Source: an optimization exercise on an open RTL-to-GDS flow (aim: small area). Production flows keep margins and buffers that such runs may drop. At most, simulation tests tie the RTL to the original design; equivalence was not proved. Power figures rest on the tool's default switching activity, not on a simulated workload.

## run 1
==> flow/design.v (excerpt) <==
module i2c_regs (
	input  wire        clk,
	input  wire        rst_n,               
	input  wire        scl_i,
	output wire        scl_o,
	output wire        scl_t,
	input  wire        sda_i,
	output wire        sda_o,
	output wire        sda_t,
	input  wire        pll_lock,
	input  wire        second_pll_lock,
	input  wire        subg_delay_cflag,
	output wire        i2c_busy,
	output wire        i2c_addressed,
	output wire        i2c_bus_active,
	output reg         internal_rst,
	output reg         led_rst,
	output reg  [7:0]  ufl_p7_sel,
	output reg  [7:0]  ufl_p8_sel,
	output reg         subg_rx_invert,
	output reg         wifi_rx_invert,
	output reg         subg_sync_check_enable,
	output reg         wifi_sync_check_enable,
	output reg  [15:0] spi1_test_pattern,
	output reg  [15:0] spi2_test_pattern,
	output reg  [15:0] spi3_test_pattern,
	output reg  [15:0] spi4_test_pattern,
	output reg  [3:0]  spi_test_pattern_enable,
	output reg  [31:0] tx_lvds_test_pattern,
	output reg         tx_lvds_test_pattern_enable,
	output reg         subg_delay_loadn,
	output reg         subg_delay_move,
	output reg         subg_delay_direction
);
==> flow/config.mk <==
export PLATFORM = sky130hd
export DESIGN_NAME = i2c_regs
export DESIGN_NICKNAME = i2c_regs
export VERILOG_FILES = /design/flow/design.v
export SDC_FILE = /design/flow/constraint.sdc
export NUM_CORES = 4
export LEC_CHECK = 0
export CAP_MARGIN = 20
export CORE_MARGIN = 2
export CORE_UTILIZATION = 40
export SLEW_MARGIN = 20
==> flow/constraint.sdc <==
create_clock -name core_clock -period 10.0 [get_ports {clk}]
set_input_delay 2.0000 -clock core_clock [delete_from_list [all_inputs] [get_ports {clk}]]
set_output_delay 2.0000 -clock core_clock [all_outputs]
set_load 0.01 [all_outputs]
standard.sh (not shown) runs the stock make flow with config.mk's settings and CLKGATE_MAP_FILE= SYNTH_SCRIPT=/design/flow/synth_recipe.tcl, a recipe that flattens the netlist after the stock synthesis.
==> flow/flow/run.sh <==
#!/bin/bash
# Own layout flow: the standard synthesis, unchanged; then the
# combinational logic between the registers is re-mapped for area with ABC
# (registers, their names and cell types are kept; the new netlist is
# proven combinationally equivalent to the standard one with Yosys before it
# is used); then the standard ORFS layout with small port buffers and a
# clock tree with larger sink clusters and no dummy loads.
# Each tool's full output goes to a log file of its own in this folder.
set -euo pipefail
WORK=$(pwd)
FLOWDIR=$WORK/flow
YOSYS=$(command -v yosys || echo /OpenROAD-flow-scripts/tools/install/yosys/bin/yosys)
LIB=$FLOW_HOME/platforms/sky130hd/lib/sky130_fd_sc_hd__tt_025C_1v80.lib
RES=$WORK/orfs/results/$FLOW_PLATFORM/i2c_regs/base
source $FLOWDIR/knobs.sh

# 1. standard synthesis
bash standard.sh synth > log_1_synth.log 2>&1

# 2. area re-mapping of the combinational logic
cp $RES/1_2_yosys.v $WORK/std_synth.v
sed -e "s#@LIB@#$LIB#g" -e "s#@IN@#$WORK/std_synth.v#g" -e "s#@OUT@#$WORK/remap.v#g" \
    -e "s#@ABC@#$FLOWDIR/remap.abc#g" $FLOWDIR/remap.ys > $WORK/remap_run.ys
sed -e "s#@LIB@#$LIB#g" -e "s#@A@#$WORK/std_synth.v#g" -e "s#@B@#$WORK/remap.v#g" \
    $FLOWDIR/cec.ys > $WORK/cec_run.ys
if timeout 2400 $YOSYS -s $WORK/remap_run.ys > log_2_remap.log 2>&1 \
   && timeout 1200 $YOSYS -s $WORK/cec_run.ys > log_3_cec.log 2>&1; then
  echo "remapped netlist proven equivalent; using it" > remap_status.txt
  cp $WORK/remap.v $RES/1_2_yosys.v
  rm -f $RES/1_synth.odb
else
  echo "remap failed or not proven; keeping the standard netlist" > remap_status.txt
fi

# 3. layout
bash standard.sh "${KNOBS[@]}" finish > log_4_layout.log 2>&1
==> flow/flow/knobs.sh <==
KNOBS=(
  "BUFFER_PORTS_ARGS=-buffer_cell sky130_fd_sc_hd__buf_1"
  "CTS_ARGS=-sink_clustering_enable -repair_clock_nets -buf_list sky130_fd_sc_hd__clkbuf_8 -dont_use_dummy_load -sink_clustering_size 16 -sink_clustering_max_diameter 60"
)
Other scripts of this flow, unchanged in this note and not shown: flow/flow/cec.ys, flow/flow/remap.abc, flow/flow/remap.ys
Per the final summary, run 1 finished and its layout is clean on timing, DRC and antenna.
The following lists how run 2 was set up differently from run 1:
==> flow/flow/knobs.sh <==
KNOBS=(
  "BUFFER_PORTS_ARGS=-buffer_cell sky130_fd_sc_hd__buf_1"
  "CTS_ARGS=-sink_clustering_enable -repair_clock_nets -buf_list sky130_fd_sc_hd__clkbuf_16 -dont_use_dummy_load -sink_clustering_size 24 -sink_clustering_max_diameter 70"
)
### Flow results
Run 2: PASS, flow complete, no timing, DRC or antenna violations. Core util | run 2 vs run 1 | run 2 higher. Taking run 1 as the reference, in run 2 portion of total power attributed to combinational logic did not really move; critical path depth saw an increase; routed wire length shrank by 0.43%. Launch point of the worst path: rst_n -> run 2, b_state[1] -> run 1. Capture point of the critical path: b_rd_valid -> run 2, i2c_busy -> run 1. Setup slack in run 2 is larger than in run 1. Final area: run 2 vs run 1 up 110 um2.
Function was not checked in any run of this note: the RTL went through the layout flow alone.

Another version of the RTL of i2c_regs (not shown whole).
Size in the first run: roughly 970 cells after synthesis, about 140 I/O pins.
Settings: LEC_CHECK=0, CAP_MARGIN=20, CORE_MARGIN=2, CORE_UTILIZATION=40, SLEW_MARGIN=20; clock period 10.0 ns.
==> flow/flow/cec.ys <==
# Combinational equivalence of the re-mapped netlist with the standard one,
# with the flip-flops (same names in both) as cut points.
read_liberty -ignore_miss_func @LIB@
read_verilog @A@
rename i2c_regs gold
read_verilog @B@
rename i2c_regs gate
hierarchy -check
flatten -noscopeinfo
opt_clean
rename -hide w:_*
equiv_make gold gate equiv
hierarchy -top equiv
equiv_simple
equiv_status -assert
==> flow/flow/knobs.sh <==
KNOBS=(
  "BUFFER_PORTS_ARGS=-buffer_cell sky130_fd_sc_hd__buf_1"
  "CTS_ARGS=-sink_clustering_enable -repair_clock_nets -buf_list sky130_fd_sc_hd__clkbuf_8 -dont_use_dummy_load -sink_clustering_size 18 -sink_clustering_max_diameter 60"
)
==> flow/flow/remap.abc <==
strash
&get -n
&deepsyn -T 120
&put
&get -n
&dch -f
&nf -p -R 1000
&put
topo
==> flow/flow/remap.ys <==
# Re-map the combinational cells of the standard synthesis for area.
# Flip-flop cells are black boxes, so they keep their instance names and types.
read_liberty -ignore_miss_func @LIB@
read_verilog @IN@
hierarchy -top i2c_regs
blackbox sky130_fd_sc_hd__dfxtp_1 sky130_fd_sc_hd__dfxtp_2 sky130_fd_sc_hd__dfxtp_4 sky130_fd_sc_hd__edfxtp_1 sky130_fd_sc_hd__dfrtp_1 sky130_fd_sc_hd__dfstp_1 sky130_fd_sc_hd__dfxbp_1 sky130_fd_sc_hd__sdfxtp_1
flatten -noscopeinfo
rename -hide w:*.*
opt_clean -purge
# library cells back to black boxes with port directions for the mapped netlist
delete =sky130_fd_sc_hd__*
read_liberty -lib -ignore_miss_func @LIB@
hierarchy -top i2c_regs
abc -liberty @LIB@ -dont_use sky130_fd_sc_hd__probe_p_8 -dont_use sky130_fd_sc_hd__probec_p_8 -dont_use *lpflow* -script @ABC@ -D 10000
splitnets
opt_clean -purge
hilomap -singleton -hicell sky130_fd_sc_hd__conb_1 HI -locell sky130_fd_sc_hd__conb_1 LO
insbuf -buf sky130_fd_sc_hd__buf_4 A X
check -assert
tee -o remap_stat.txt stat -liberty @LIB@
write_verilog -noattr -nohex -nodec @OUT@
Scripts as last shown in full above: flow/flow/run.sh
==> next run, changes <==
==> flow/flow/knobs.sh (replaced) <==
KNOBS=(
  "BUFFER_PORTS_ARGS=-buffer_cell sky130_fd_sc_hd__buf_1"
  "CTS_ARGS=-sink_clustering_enable -repair_clock_nets -buf_list sky130_fd_sc_hd__clkbuf_8 -dont_use_dummy_load -sink_clustering_size 16 -sink_clustering_max_diameter 60"
)
=> Wire length stays flat; combinational power goes up by about 0.8%; clock power goes up by about 3%.
==> next run, changes <==
==> flow/flow/knobs.sh (replaced) <==
KNOBS=(
  "BUFFER_PORTS_ARGS=-buffer_cell sky130_fd_sc_hd__buf_1"
  "CTS_ARGS=-sink_clustering_enable -repair_clock_nets -buf_list sky130_fd_sc_hd__clkbuf_4 -dont_use_dummy_load -sink_clustering_size 9 -sink_clustering_max_diameter 35"
  "CORE_UTILIZATION=60"
  "PLACE_DENSITY=0.75"
)
Sequential share of layout area went up by 0.61 points; final cell count went down by 5.6%; combinational power went down by 6.0%; utilization went up by 23 points; wire length went down by 8.6%; die area went down by 33%; global-route usage went up by 11 points; clock skew went down by 0.0081 ns; clock-buffer cell count went up by 17.
==> next run, changes <==
==> flow/flow/knobs.sh (replaced) <==
KNOBS=(
  "BUFFER_PORTS_ARGS=-buffer_cell sky130_fd_sc_hd__buf_1"
  "CTS_ARGS=-sink_clustering_enable -repair_clock_nets -buf_list sky130_fd_sc_hd__clkbuf_16 -dont_use_dummy_load -sink_clustering_size 30 -sink_clustering_max_diameter 60"
)
After rerunning: The new run completed with no timing, DRC or antenna violations; hold slack got worse by 0.0048 ns; wire length went up by 9.5%; worst setup slack improved by 0.56 ns; combinational power grows by 5.6%; power increases by 13%; global-route usage goes down by 11 points; cell count increases by 5.8%; die area grows by 48%; first-iteration DRC count falls by 26%.

Starting RTL as in the previous note.
## i2c_regs
module i2c_regs (
	input  wire        clk,
	input  wire        rst_n,               
	input  wire        scl_i,
	output wire        scl_o,
	output wire        scl_t,
	input  wire        sda_i,
	output wire        sda_o,
	output wire        sda_t,
	input  wire        pll_lock,
	input  wire        second_pll_lock,
	input  wire        subg_delay_cflag,
	output wire        i2c_busy,
	output wire        i2c_addressed,
	output wire        i2c_bus_active,
	output reg         internal_rst,
	output reg         led_rst,
	output reg  [7:0]  ufl_p7_sel,
	output reg  [7:0]  ufl_p8_sel,
	output reg         subg_rx_invert,
	output reg         wifi_rx_invert,
	output reg         subg_sync_check_enable,
	output reg         wifi_sync_check_enable,
	output reg  [15:0] spi1_test_pattern,
	output reg  [15:0] spi2_test_pattern,
	output reg  [15:0] spi3_test_pattern,
	output reg  [15:0] spi4_test_pattern,
	output reg  [3:0]  spi_test_pattern_enable,
	output reg  [31:0] tx_lvds_test_pattern,
	output reg         tx_lvds_test_pattern_enable,
	output reg         subg_delay_loadn,
	output reg         subg_delay_move,
	output reg         subg_delay_direction
);
export LEC_CHECK = 0
export CAP_MARGIN = 20
export CORE_MARGIN = 2
export CORE_UTILIZATION = 40
export SLEW_MARGIN = 20
create_clock -name core_clock -period 10.0 [get_ports {clk}]
==> flow/flow/knobs.sh <==
KNOBS=(
  "BUFFER_PORTS_ARGS=-buffer_cell sky130_fd_sc_hd__buf_1"
  "CTS_ARGS=-sink_clustering_enable -repair_clock_nets -buf_list sky130_fd_sc_hd__clkbuf_8 -dont_use_dummy_load -sink_clustering_size 16 -sink_clustering_max_diameter 60"
  "GPL_TIMING_DRIVEN=0"
  "SLEW_MARGIN=10"
  "CAP_MARGIN=10"
)
Scripts as last shown in full above: flow/flow/run.sh, flow/flow/cec.ys, flow/flow/remap.abc, flow/flow/remap.ys
The starting point completed with no timing, DRC or antenna violations.
Then changed:
==> flow/flow/knobs.sh (replaced) <==
KNOBS=(
  "BUFFER_PORTS_ARGS=-buffer_cell sky130_fd_sc_hd__buf_1"
  "CTS_ARGS=-sink_clustering_enable -repair_clock_nets -buf_list sky130_fd_sc_hd__clkbuf_8 -dont_use_dummy_load -sink_clustering_size 17 -sink_clustering_max_diameter 50"
  "CORE_UTILIZATION=60"
  "PLACE_DENSITY=0.75"
)
After rerunning:
- count of clock-buffer cells in the layout rose by 1
- non-clock buffer count fell by 1
- power hardly moves
- setup slack gets worse by 0.39 ns

==> port drivers added, routing unchanged <==
How much do the figures lean on ideal ports? The routed layouts below were timed once more, with nothing changed but the port constraints.
Step 1 assumes that a clkbuf_16 drives the clock port and a buf_2 every other input.
Step 2, shift: input delay + t, output delay - t, t = (earliest + latest rising clock arrival at the registers) / 2. This alone moves slack from input paths to output paths.
Slacks: no drivers / after step 1 / after step 2; pairs: no drivers / after step 1.
run	t, ns	slack for setup (ns)	hold slack, ns	latest minus earliest clock arrival (ns)	cell pins on the clock port's net
run 1	0.574	6.228 / 6.182 / 5.715	0.443 / 0.443 / 0.443	0.036 / 0.035	1
run 2	0.527	6.258 / 6.216 / 5.759	0.450 / 0.450 / 0.450	0.066 / 0.066	1
the first run of note 2	0.560	6.165 / 6.165 / 5.908	0.463 / 0.463 / 0.463	0.089 / 0.089	1
the second run of note 2	0.568	6.172 / 6.172 / 5.904	0.463 / 0.463 / 0.463	0.066 / 0.065	1
the third run of note 2	0.656	5.612 / 5.629 / 4.973	0.464 / 0.464 / 0.464	0.065 / 0.064	1
the fourth run of note 2	0.546	6.171 / 6.171 / 5.890	0.460 / 0.460 / 0.460	0.070 / 0.070	1
the first run of note 3	0.552	5.826 / 5.846 / 5.293	0.467 / 0.467 / 0.467	0.031 / 0.031	1
the second run of note 3	0.549	5.431 / 5.450 / 4.901	0.463 / 0.463 / 0.463	0.050 / 0.050	1
After both steps every run listed still meets setup and hold. The setup slack of the third run of note 2, which loses most, moves by +0.017 ns with the drivers and by -0.639 ns with both steps.
